What follows belongs to an exercise in optimizing a design on an open flow for small area, a short achievable clock period and few clock cycles; a production flow would make more cautious choices. Only the layout flow was run in this run; the RTL was not checked for function there. Power figures rest on the tool's default switching activity, not on a simulated workload.

--- flow/config.mk ---
export PLATFORM = sky130hd
export DESIGN_NAME = CHIP
export DESIGN_NICKNAME = CHIP
export VERILOG_FILES = /design/flow/design.v
export SDC_FILE = /design/flow/constraint.sdc
export NUM_CORES = 8
export LEC_CHECK = 0
export CAP_MARGIN = 20
export CORE_MARGIN = 2
export CORE_UTILIZATION = 30
export SETUP_SLACK_MARGIN = 1.0
export SLEW_MARGIN = 20
--- flow/constraint.sdc ---
create_clock -name core_clock -period 12.0 [get_ports {clk}]
set_input_delay 2.4000 -clock core_clock [delete_from_list [all_inputs] [get_ports {clk}]]
set_output_delay 2.4000 -clock core_clock [all_outputs]
set_load 0.01 [all_outputs]
--- flow/design.v ---
module CHIP(clk,
            rst_n,
            mem_wen_D,
            mem_addr_D,
            mem_wdata_D,
            mem_rdata_D,
            mem_addr_I,
            mem_rdata_I);
    input         clk, rst_n ;
    output        mem_wen_D  ;
    output reg [31:0] mem_addr_D ;
    output reg [31:0] mem_wdata_D;
    input  [31:0] mem_rdata_D;
    output [31:0] mem_addr_I ;
    input  [31:0] mem_rdata_I;
    reg    [31:0] PC          ;              
    reg   [31:0] PC_nxt      ;              
    wire          regWrite    ;              
    reg   [ 4:0] rs1, rs2, rd;              
    wire   [31:0] rs1_data    ;              
    wire   [31:0] rs2_data    ;              
    reg   [31:0] rd_data     ;              
    wire   [ 1:0] ALUOp;
    wire   [ 3:0] ALUaction;
    wire   [31:0] ALUin_B;
    wire   [31:0] ImmGen;
    wire          Branch;
    wire          MemRead;
    wire          MemtoReg;
    wire          MemWrite;
    wire          ALUSrc;
    wire          RegWrite;
    wire          jal;
    wire          jalr;
    wire          auipc;
    parameter S_IF = 3'd0, S_ID = 3'd1, S_EX = 3'd2, S_ME = 3'd3, S_WB = 3'd4;
    reg [2:0] state, state_nxt;
    wire [31:0] alu_result;
    wire [1:0] alu_compare;
    wire mul_ready;
    wire [31:0] mul_result;
    assign mem_addr_I = PC;
    assign ALUin_B = ALUSrc ? ImmGen : rs2_data;
    assign mem_wen_D = (MemWrite && (state == S_ME));
    assign regWrite = (state == S_WB) ? RegWrite : 0;
    reg_file reg0(                           
        .clk(clk),                           
        .rst_n(rst_n),                       
        .wen(regWrite),                      
        .a1(rs1),                            
        .a2(rs2),                            
        .aw(rd),                             
        .d(rd_data),                         
        .q1(rs1_data),                       
        .q2(rs2_data));                      
    control control0(
        .instruction(mem_rdata_I[6:0]),
        .Branch(Branch),
        .MemRead(MemRead),
        .MemtoReg(MemtoReg),
        .MemWrite(MemWrite),
        .ALUSrc(ALUSrc),
        .RegWrite(RegWrite),
        .jal(jal),
        .jalr(jalr),
        .auipc(auipc),
        .ALUOp(ALUOp)
    );
    IMMgenerator immgen0(
        .instruction(mem_rdata_I),
        .Imm(ImmGen)
    );
    ALUcontrol ALUcontrol0(
        .ALUOp(ALUOp),
        .funct3(mem_rdata_I[14:12]),
        .funct7_30(mem_rdata_I[30]),
        .funct7_25(mem_rdata_I[25]),
        .ALUaction(ALUaction)
    );
    ALU alu0(
        .mode(ALUaction),       
        .in_A(rs1_data),    
        .in_B(ALUin_B),      
        .result(alu_result),  
        .compare(alu_compare)
    );
    mulDiv muldiv0(
        .clk(clk),
        .rst_n(rst_n),
        .valid(state == S_EX && ALUaction[3:2] == 2'b11),
        .mode(ALUaction[0]),   
        .in_A(rs1_data), 
        .in_B(ALUin_B),
        .ready(mul_ready),
        .out(mul_result)
    );  
    always @(*) begin
        state_nxt = state;
        case(state)
            S_IF : state_nxt = S_ID;
            S_ID : state_nxt = S_EX;
            S_EX : begin
                if(ALUaction[3:2] == 2'b11) begin
                    if (mul_ready) state_nxt = S_ME;
                end
                else state_nxt = S_ME;
            end
            S_ME : state_nxt = S_WB;
            S_WB : state_nxt = S_IF;
        endcase
    end
    always @(*) begin
        PC_nxt = PC;
        rs1 = mem_rdata_I[19:15];
        rs2 = mem_rdata_I[24:20];
        rd = mem_rdata_I[11:7];
        mem_addr_D = alu_result;
        mem_wdata_D = rs2_data;
        if(auipc) rd_data = PC + (ImmGen << 12);
        else if(jal) rd_data = PC + 3'd4;
        else rd_data = (MemtoReg)? mem_rdata_D : (ALUaction[3:2] == 2'b11)? mul_result : alu_result;
        case(state)
            S_WB : begin
                if (jalr) PC_nxt = alu_result;
                else if(jal) PC_nxt = PC + $signed(ImmGen << 1);
                else if(Branch && alu_compare == 2'd1) PC_nxt = PC + $signed(ImmGen << 1);
                else if(Branch && alu_compare == 2'd2 && mem_rdata_I[14:12] == 3'b101) PC_nxt = PC + $signed(ImmGen << 1);
                else if(Branch && alu_compare == 2'd3 && mem_rdata_I[14:12] == 3'b100) PC_nxt = PC + $signed(ImmGen << 1);
                else PC_nxt = PC + 3'd4;
            end
            default : begin
            end
        endcase
    end
    always @(posedge clk or negedge rst_n) begin
        if (!rst_n) begin
            PC <= 32'h00010000;  
            state <= 3'b0;
        end
        else begin
            PC <= PC_nxt;
            state <= state_nxt;
        end
    end
endmodule
module reg_file(clk, rst_n, wen, a1, a2, aw, d, q1, q2);
    parameter BITS = 32;
    parameter word_depth = 32;
    parameter addr_width = 5;  
    input clk, rst_n, wen;  
    input [BITS-1:0] d;
    input [addr_width-1:0] a1, a2, aw;
    output [BITS-1:0] q1, q2;
    reg [BITS-1:0] mem [0:word_depth-1];
    reg [BITS-1:0] mem_nxt [0:word_depth-1];
    integer i;
    assign q1 = mem[a1];
    assign q2 = mem[a2];
    always @(*) begin
        for (i=0; i<word_depth; i=i+1)
            mem_nxt[i] = (wen && (aw == i)) ? d : mem[i];
    end
    always @(posedge clk or negedge rst_n) begin
        if (!rst_n) begin
            mem[0] <= 0;
            for (i=1; i<word_depth; i=i+1) begin
                case(i)
                    32'd2: mem[i] <= 32'hbffffff0;
                    32'd3: mem[i] <= 32'h10008000;
                    default: mem[i] <= 32'h0;
                endcase
            end
        end
        else begin
            mem[0] <= 0;
            for (i=1; i<word_depth; i=i+1)
                mem[i] <= mem_nxt[i];
        end
    end
endmodule
module mulDiv(clk, rst_n, valid, ready, mode, in_A, in_B, out);
    input clk, rst_n;
    input valid;
    input mode;        
    input [31:0] in_A, in_B;
    output ready;
    output [31:0] out;
    parameter IDLE = 3'd0;
    parameter MUL  = 3'd1;
    parameter DIV  = 3'd2;
    parameter OUT  = 3'd3;
    reg  [ 2:0] state, state_nxt;
    reg  [ 4:0] counter, counter_nxt;
    reg  [63:0] shreg, shreg_nxt;
    reg  [31:0] alu_in, alu_in_nxt;
    reg  [32:0] alu_out;
    reg  [32:0] alu;
    assign ready = (state == OUT);
    assign out = shreg[31:0];
    always @(*) begin
        case(state)
            IDLE: begin
                if (valid) begin
                    if (mode == 2'd0) state_nxt = MUL;
                    else if (mode == 2'd1) state_nxt = DIV;
                    else state_nxt = IDLE;
                end
                else state_nxt = IDLE; 
            end
            MUL : state_nxt = (counter == 5'd31) ? OUT : MUL; 
            DIV : state_nxt = (counter == 5'd31) ? OUT : DIV;
            OUT : state_nxt = IDLE;
            default : state_nxt = IDLE;
        endcase
    end
    always @(*) begin
        if (state == MUL || state == DIV) counter_nxt = counter + 1;
        else counter_nxt = 5'd0;
    end
    always @(*) begin
        case(state)
            IDLE: begin
                if (valid) alu_in_nxt = in_B;
                else       alu_in_nxt = 0;
            end
            OUT : alu_in_nxt = 0;
            default: alu_in_nxt = alu_in;
        endcase
    end
    always @(*)begin
        case(state)
            IDLE: alu_out = 33'd0; 
            MUL: alu_out = (shreg[0]) ? alu_in + shreg[63:32] : shreg[63:32];
            DIV: begin 
                if (shreg[63:32] >= alu_in) begin 
                    alu_out = shreg[63:32] - alu_in;
                    alu_out[32] = 1'b1;
                end
                else begin 
                    alu_out = shreg[63:32];
                    alu_out[32] = 1'b0;
                end
            end
            OUT : alu_out = 32'd0;  
            default : alu_out = 32'd0;
        endcase
    end
    always @(*) begin 
        shreg_nxt = shreg;
        if (state == IDLE && valid == 1'd1) begin
            if (state_nxt == DIV) shreg_nxt = in_A << 1;
            else shreg_nxt = in_A;
        end
        else if (state == MUL) begin  
            shreg_nxt = shreg >> 1;
            shreg_nxt[63:31] = alu_out;
        end
        else if (state == DIV) begin
            shreg_nxt = shreg;
            shreg_nxt[63:32] = alu_out[31:0];
            shreg_nxt =  shreg_nxt << 1;
            shreg_nxt[0] = alu_out[32];
            if (counter == 5'd31) shreg_nxt[63:32] = shreg_nxt[63:32] >> 1; 
        end
    end
    always @(posedge clk or negedge rst_n) begin
        if (!rst_n) begin
            state <= IDLE;
            shreg <= 64'd0;
            counter <= 5'd0;
            alu_in <= 32'd0;
        end
        else begin
            state <= state_nxt;
            shreg <= shreg_nxt;
            counter <= counter_nxt;
            alu_in <= alu_in_nxt;
        end
    end
endmodule
module ALU(mode, in_A, in_B, result, compare);
    input [3:0] mode;         
    input [31:0] in_A;        
    input [31:0] in_B;        
    output [31:0] result;     
    output [1:0] compare;     
    parameter AND       = 4'b0000;
    parameter OR        = 4'b0001;
    parameter ADD       = 4'b0010;
    parameter SUB       = 4'b0110;  
    parameter XOR       = 4'b0111;
    parameter SRLI      = 4'b1000;   
    parameter SLLI      = 4'b1001;   
    parameter SLTI      = 4'b1010;   
    reg  [31:0] alu_out;
    assign result = alu_out;
    assign compare = (mode == SUB)? ((alu_out == 1'd0)? 2'd1 : ((alu_out[31] == 1'd0)? 2'd2 : 2'd3)) : 1'd0;  
    always @(*)begin
        case(mode)
        AND: alu_out= in_A & in_B;
        OR : alu_out= in_A | in_B;
        ADD: alu_out= $signed(in_A) + $signed(in_B);
        SUB: alu_out= $signed(in_A) - $signed(in_B);
        XOR: alu_out= in_A ^ in_B;
        SRLI: alu_out = in_A >> in_B;
        SLLI: alu_out = in_A << in_B;
        SLTI: alu_out = (in_A < in_B);
        default: alu_out = 1'd0;
        endcase 
    end
endmodule
module control(
    input [6:0] instruction,
    output reg  Branch,
    output reg  MemRead,
    output reg  MemtoReg,
    output reg  MemWrite,
    output reg  ALUSrc,
    output reg  RegWrite,
    output reg  jal,
    output reg  jalr,
    output reg  auipc,
    output reg  [1:0] ALUOp
);
    always @(*) begin
        case(instruction)
            7'b0010111: begin   
                ALUSrc      = 1'b1;
                MemtoReg    = 1'b0;
                RegWrite    = 1'b1;
                MemRead     = 1'b0;
                MemWrite    = 1'b0;
                Branch      = 1'b0;
                jal         = 1'b0;
                jalr        = 1'b0;
                auipc       = 1'b1;
                ALUOp       = 2'd0;         
            end
            7'b1101111: begin   
                ALUSrc      = 1'b1;
                MemtoReg    = 1'b0;
                RegWrite    = 1'b1;
                MemRead     = 1'b0;
                MemWrite    = 1'b0;
                Branch      = 1'b0;
                jal         = 1'b1;
                jalr        = 1'b0;
                auipc       = 1'b0;
                ALUOp       = 2'd0;         
            end
            7'b1100111: begin   
                ALUSrc      = 1'b1;
                MemtoReg    = 1'b0;
                RegWrite    = 1'b1;
                MemRead     = 1'b0;
                MemWrite    = 1'b0;
                Branch      = 1'b0;
                jal         = 1'b0;
                jalr        = 1'b1;
                auipc       = 1'b0;
                ALUOp       = 2'd3;         
            end
            7'b1100011: begin   
                ALUSrc      = 1'b0;
                MemtoReg    = 1'b0;
                RegWrite    = 1'b0;
                MemRead     = 1'b0;
                MemWrite    = 1'b0;
                Branch      = 1'b1;
                jal         = 1'b0;
                jalr        = 1'b0;
                auipc       = 1'b0;
                ALUOp       = 2'b1;         
            end
            7'b0000011: begin   
                ALUSrc      = 1'b1;
                MemtoReg    = 1'b1;
                RegWrite    = 1'b1;
                MemRead     = 1'b1;
                MemWrite    = 1'b0;
                Branch      = 1'b0;
                jal         = 1'b0;
                jalr        = 1'b0;
                auipc       = 1'b0;
                ALUOp       = 2'd0;         
            end
            7'b0100011: begin   
                ALUSrc      = 1'b1;
                MemtoReg    = 1'b0;
                RegWrite    = 1'b0;
                MemRead     = 1'b0;
                MemWrite    = 1'b1;
                Branch      = 1'b0;
                jal         = 1'b0;
                jalr        = 1'b0;
                auipc       = 1'b0;
                ALUOp       = 2'd0;         
            end
            7'b0010011: begin   
                ALUSrc      = 1'b1;
                MemtoReg    = 1'b0;
                RegWrite    = 1'b1;
                MemRead     = 1'b0;
                MemWrite    = 1'b0;
                Branch      = 1'b0;
                jal         = 1'b0;
                jalr        = 1'b0;
                auipc       = 1'b0;
                ALUOp       = 2'd3;         
            end
            7'b0110011: begin   
                ALUSrc      = 1'b0;
                MemtoReg    = 1'b0;
                RegWrite    = 1'b1;
                MemRead     = 1'b0;
                MemWrite    = 1'b0;
                Branch      = 1'b0;
                jal         = 1'b0;
                jalr        = 1'b0;
                auipc       = 1'b0;
                ALUOp       = 2'd2;         
            end
            default: begin  
                ALUSrc      = 1'b0;
                MemtoReg    = 1'b0;
                RegWrite    = 1'b0;
                MemRead     = 1'b0;
                MemWrite    = 1'b0;
                Branch      = 1'b0;
                jal         = 1'b0;
                jalr        = 1'b0;
                auipc       = 1'b0;
                ALUOp       = 2'd0;         
            end
        endcase
    end
endmodule
module ALUcontrol(
    input       [1:0]   ALUOp,
    input       [2:0]   funct3,
    input               funct7_30,
    input               funct7_25,
    output reg  [3:0]   ALUaction
);
    parameter AND       = 4'b0000;
    parameter OR        = 4'b0001;
    parameter ADD       = 4'b0010;
    parameter SUB       = 4'b0110;  
    parameter XOR       = 4'b0111;
    parameter SRAI      = 4'b1000;   
    parameter SLLI      = 4'b1001;   
    parameter SLTI      = 4'b1010;   
    parameter MUL       = 4'b1100;
    parameter DIV       = 4'b1101;
    always @(*) begin
        case(ALUOp)
            2'b00: begin
                ALUaction = ADD;
            end
            2'b01: begin
                ALUaction = SUB;
            end
            2'b10: begin
                if      (funct3 == 3'b111) ALUaction = AND;
                else if (funct3 == 3'b110) ALUaction = OR;
                else if (funct3 == 3'b100) ALUaction = funct7_25 ? DIV : XOR;
                else begin  
                    if(funct7_25) ALUaction = MUL;
                    else ALUaction = funct7_30 ? SUB : ADD;
                end
            end
            2'b11: begin
                if      (funct3 == 3'b010) ALUaction = SLTI;
                else if (funct3 == 3'b101) ALUaction = SRAI;
                else if (funct3 == 3'b001) ALUaction = SLLI;
                else ALUaction = ADD;   
            end
        endcase
    end
endmodule
module IMMgenerator(
    input      [31:0]  instruction,
    output reg [31:0]  Imm
);
    always @(*) begin
        case(instruction[6:0])
            7'b0010111: begin   
                Imm <= {{11{instruction[31]}}, instruction[31:12]};
            end
            7'b1101111: begin   
                Imm <= {{11{instruction[31]}}, instruction[31], instruction[19:12], 
                               instruction[20], instruction[30:21]};
            end
            7'b1100111: begin   
                Imm <= {{20{instruction[31]}}, instruction[31:20]};
            end
            7'b1100011: begin   
                Imm <= {{20{instruction[31]}}, instruction[31],    instruction[7], 
                               instruction[30:25], instruction[11:8]};
            end
            7'b0000011: begin   
                Imm <= {{20{instruction[31]}}, instruction[31:20]};
            end
            7'b0100011: begin   
                Imm <= {{20{instruction[31]}}, instruction[31:25], instruction[11:7]};
            end
            7'b0010011: begin   
                Imm <= {{20{instruction[31]}}, instruction[31:20]};
            end
            default: begin  
                Imm <= {30'b0};
            end
        endcase
    end
endmodule
--- flow/run.sh ---
#!/bin/bash
# synth_recipe.tcl (not shown) runs the flow's synth.tcl, then flattens the netlist and writes it again
# the make line also repeats each setting of config.mk as NAME=value (left out here)
make -C /OpenROAD-flow-scripts/flow DESIGN_CONFIG=/design/flow/config.mk WORK_HOME=/design/flow/orfs CLKGATE_MAP_FILE= SYNTH_SCRIPT=/design/flow/synth_recipe.tcl finish
==> results.txt <==
- The flow ran to the end and the layout has no timing, DRC or antenna violations.
- In the final layout, the share of cells above drive strength 1 is 14.05%.
- The iteration-0 DRC count of the detailed router is approximately 16k.
- The internal portion of the total power is about 7.4 mW.
- Across every metal layer, demand over resource in global routing totals between 30% and 40%.
- The number of enable-type register cells in the synthesized netlist is 0.
- The final net count is around 9.9k.
- The worst setup skew after layout is between 0.07 and 0.08 ns.
- The clock passes through at most 3 buffers.
- The cell family contributing the most delay on the critical path is buffers and inverters.
- In the post-synthesis netlist, the cell with the most instances is sky130_fd_sc_hd__nand2_1.
- The number of clock sinks is roughly 1.1k.
- The critical path contains buffers and inverters numbering 9 combined.
- In this run, distinct cell masters in the synthesized netlist total ~110.
- The cell count after synthesis came out at 9431.
- The initial standard-cell utilization of the core is a little under a third.
- Relative to the synthesized area, the layout overhead comes to 19.59%.
- The timing startpoint of the critical path is mem_rdata_I[15].
- The slowest library cell on the worst path is sky130_fd_sc_hd__or4_1.
- Among the stages of the critical path, the cell type that occurs most often is sky130_fd_sc_hd__buf_4.
- Setup violations remaining at the end of the flow were counted as 0.
- The cell total after placement is approximately 13k.
- The clock tree from TritonCTS is built.
- Yosys printed 9 warnings.
- In the synthesized netlist the dominant register cell turns out to be sky130_fd_sc_hd__dfrtp_1.
- The first global-routing pass estimated 637.3 mm of wire.
- In this design, the stage delay of the slowest critical-path cell is approximately 0.56 ns.
- Of the total power, the share spent switching nets is roughly a third.
- The filler-free cell count of the finished design is 13.09k.
- The mean cell area of the mapped netlist is 8.039 µm².
- At the later pin of the worst-skew pair, clock insertion delay measures between 0.8 and 0.9 ns.
- For this block, the routed nets add up to about 470 mm of wire.
- In the synthesized netlist the async set-or-reset flop fraction comes to 100.0%.
- The number of placement rows is roughly 180.
- The number of buffers added by the clock tree synthesis step is between 100 and 150.
- The wire-length estimate of the detail-placed layout is around 320 mm.
- The total standard cell area after synthesis is about 76000 µm².
- The analysis attributes to cell leakage a power of just over 40 nW.
- Entering global routing, the biggest net connects between 150 and 200 pins.
- In the post-synthesis netlist, the biggest area contributors are sky130_fd_sc_hd__dfrtp_1, sky130_fd_sc_hd__o21ai_0, sky130_fd_sc_hd__nand2_1, sky130_fd_sc_hd__and3_1, sky130_fd_sc_hd__ha_1.
- The clock tree root buffer cell is sky130_fd_sc_hd__clkbuf_16.
- The pre-antenna-repair detailed-routing pass consisted of 10 iterations.
- Measured along the x axis, the die boundary spans slightly above 500 µm.
- The worst setup path category is in -> out.
- The final critical path takes up between 90 and 100% of the cycle.
- The type of destination of the critical path is an output pin.
- The min-delay analysis places its worst path in the category reg -> reg.
- The number of global-route vias before repair is just under 80k.
- The signal on the critical path passes through buf_4, buf_4, and2_4, buf_4, buf_4, buf_4, and3_1, a2111oi_0, nand4_1, nor4_4, buf_4, inv_1, ha_1, nand2b_1, and3_1, o21ai_1, a21oi_2, o21ai_0, a211oi_2, buf_4, a32oi_1, a31oi_1, or4_1, dlygate4sd2_1.
- The fraction of power consumed by combinational cells is 23.1%.
- In this run the number of H-tree levels came out at 4.
- The total power per unit cell area is between 100 and 150 nW/µm².
- After synthesis, the largest area contributor takes up roughly 36% of total cell area.
- The layout has 25.96k filler cells.
- The number of antenna violations at the first check in global routing is 53.
- The start point of the worst min-delay path is muldiv0.counter[0]$_DFF_PN0_.
- The maximum clock frequency is about 0.090 GHz.
- The number of violations of the max-capacitance limit is 0.
- The arrival time reported for the critical path endpoint is 8.75 ns.
- For this run, design rule violations remaining after detail routing come to 0.
- The launching point of the worst reg2reg path is reg0.mem[19][9]$_DFFE_PN0P_.
- The proportion of power drawn by the clock network is about two fifths.
- Dividing the detail-routed via count by the number of cells gives between 6 and 7.
- For the pin with the worst max-slew slack, the measured transition is 1.262 ns.
- The die area is ~260000 µm².
- After detailed routing, the average wire length per cell comes to about 36 µm.
- The sort of element at the start of the critical path is a primary input.
- During I/O placement, the number of pins put on the boundary was around 160.
- Summed over all nets, the switching power comes to approximately 4.0 mW.
- The detail route stage leaves a number of antenna-violating nets equal to 0.
- The count of endpoints failing hold in the final timing report came to 0.
- Summing the sequential cell areas from Yosys gives a little under two fifths of the chip area.
- The height of the die is about 510 µm.
- The register clock-pin slew on the reported worst setup and hold paths is ~0.06 ns.
- The flip-flop and latch count after synthesis is between 1k and 1.5k.
- The weighted congestion at the end of routability-driven global placement is roughly 1.1.
- By count the netlist is led by sky130_fd_sc_hd__nand2_1, sky130_fd_sc_hd__o21ai_0, sky130_fd_sc_hd__dfrtp_1, sky130_fd_sc_hd__and3_1, sky130_fd_sc_hd__clkbuf_1.
- The placeable core area is about 250000 µm².
- The total count of max-transition violations in the final report was 0.
- Setup repair after global routing could not meet its margin everywhere.
- The number of port buffers is roughly 160.
- Along the worst path, the maximum fanout reaches 25.
- Registers are responsible for a little under two fifths of the overall power.
- The minimum clock period after layout is around 11 ns.
- sky130_fd_sc_hd__dfrtp_1 takes more of the synthesized area than any other cell.
- The worst relative slew slack is between 15 and 20%.
- Final hold analysis gives a worst-case slack of 0.4673 ns.
- The required time of the critical path is 9.60 ns.
- The maximum vdd drop is around 0.12 mV.
- Summed over all layers, the global routing overflow is 0.
- The net count after synthesis is about 9.7k.
- The detailed-route via count is 86.74k.
-- worst paths after layout --
| path | slack (ns) | depth (start not counted) | end |
|---|---|---|---|
| setup / recovery | 0.85 | 24 | mem_addr_D[28] |
| hold / removal | 0.47 | 1 | muldiv0.counter[0]$_DFF_PN0_ |
| setup reg to reg | 3.97 | 32 | PC[20]$_DFFE_PN0P_ |
| hold reg to reg | 0.47 | 1 | muldiv0.counter[0]$_DFF_PN0_ |
| max in group asynchronous | 7.98 | 4 | reg0.mem[9][29]$_DFFE_PN0P_ |
| min in group asynchronous | 1.65 | 1 | reg0.mem[12][13]$_DFFE_PN0P_ |
-- repair_timing --
item	CTS	global route
hold buffers	0	0
pin swaps	30	34
endpoints found under the setup margin	31	25
gates cloned	5	3
resized for setup	169	91
setup buffers	30	23
-- cell usage in the layout (no fill, tap or decap), drive strengths merged, types with 59 or more instances in the layout --
master | Yosys | final
o21ai | 1314 | 1314
mux2i | 156 | 156
clkbuf | 724 | 186
a221oi | 98 | 98
nor4 | 63 | 63
a22oi | 307 | 307
a21oi | 317 | 317
and3 | 732 | 732
a2111oi | 211 | 211
nor3 | 115 | 115
o22ai | 59 | 59
dfrtp | 1100 | 1100
inv | 218 | 222
nand3 | 407 | 407
nand4 | 157 | 157
ha | 222 | 222
a211oi | 106 | 106
o211ai | 81 | 81
clkdlybuf4s50 | 0 | 141
buf | 144 | 727
nor2 | 479 | 480
xnor2 | 95 | 95
nand2 | 1457 | 1457
-- cell families (layout without fill, tap and decap cells) --
logic type	count (synthesis)	in the layout	synth area share [%]
AO/OA/AOI/OAI	2935	2935	24.72
XOR/XNOR	130	130	1.502
adder cells (fa/ha/maj)	228	228	3.822
buffers and inverters	1086	1351	5.698
flip-flops	1130	1130	37.34
multiplexers	184	184	2.579
other	0	43	0
AND/OR/NAND/NOR	3738	3742	24.34
-- power by group through the flow --
stage               clock [mW]  combinational (mW)  sequential [mW]
floorplan                    0                1.57             4.22
global placement             0                2.44             4.38
detailed placement           0                2.49             4.39
CTS                       4.38                2.53             4.32
global route              4.55                2.81             4.34
finish                    4.38                2.62             4.34
-- sequential cells by signal (all words and copies together) (netlist names) --
name / flops
muldiv0.alu_in: 32
PC: 32
state: 3
reg0.mem: 992
muldiv0.counter: 5
muldiv0.state: 2
muldiv0.shreg: 64
-- area by class of cell --
cell class	count	area [µm²]	share of cell area, %
tap	3348	4189	4.620
timing repair buffer	883	7818	8.622
multi-input combinational	7219	44780	49.39
clock buffer	183	3719	4.101
sequential	1130	28320	31.23
inverter	218	820.8	0.9052
antenna	43	107.6	0.1187
clock inverter	67	922.1	1.017
-- per-stage QoR --
step	setup WS (ns)	power [mW]	util, %	area [µm²]	TNS (ns)
after floorplan	1.442	5.785	-	75820	0
after global placement	-0.6825	6.820	33.51	84240	-4.690
after detailed placement	-0.5161	6.873	33.52	84260	-2.854
after CTS	0.9330	11.22	35.76	89890	0
after global routing	0.8764	11.69	36.03	90580	0
final	0.8515	11.34	36.07	90670	0
-- layer usage --
metal,GRT usage (%),wire length (µm),up-vias
li1,-,-,34880
met1,41.79,165900,41580
met3,14.48,67240,2501
met4,27.97,48170,42
met5,0.2222,817,-
met2,48.48,184100,7744

-- port drivers added, routing unchanged --
In the flow no input, the clock included, has a driving cell. The finished layout below was timed again as built, in two steps. Step 1 assumes that a clkbuf_16 drives the clock port and a buf_2 every other input. Step 2, shift: input delay + t, output delay - t, t = (earliest + latest rising clock arrival at the registers) / 2. This alone moves slack from input paths to output paths. Slacks: no drivers / after step 1 / after step 2; pairs: no drivers / after step 1.
t, ns: 0.926
slack for setup (ns): 0.852 / 0.686 / 0.686
worst hold slack (ns): 0.467 / 0.467 / 0.467
clock arrival spread, ns: 0.075 / 0.075
slew at the worst register clock pin (ns): 0.07 / 0.07
After both steps setup and hold are still met in this run. The setup slack of this run moves by -0.166 ns with the drivers and by -0.166 ns with both steps.
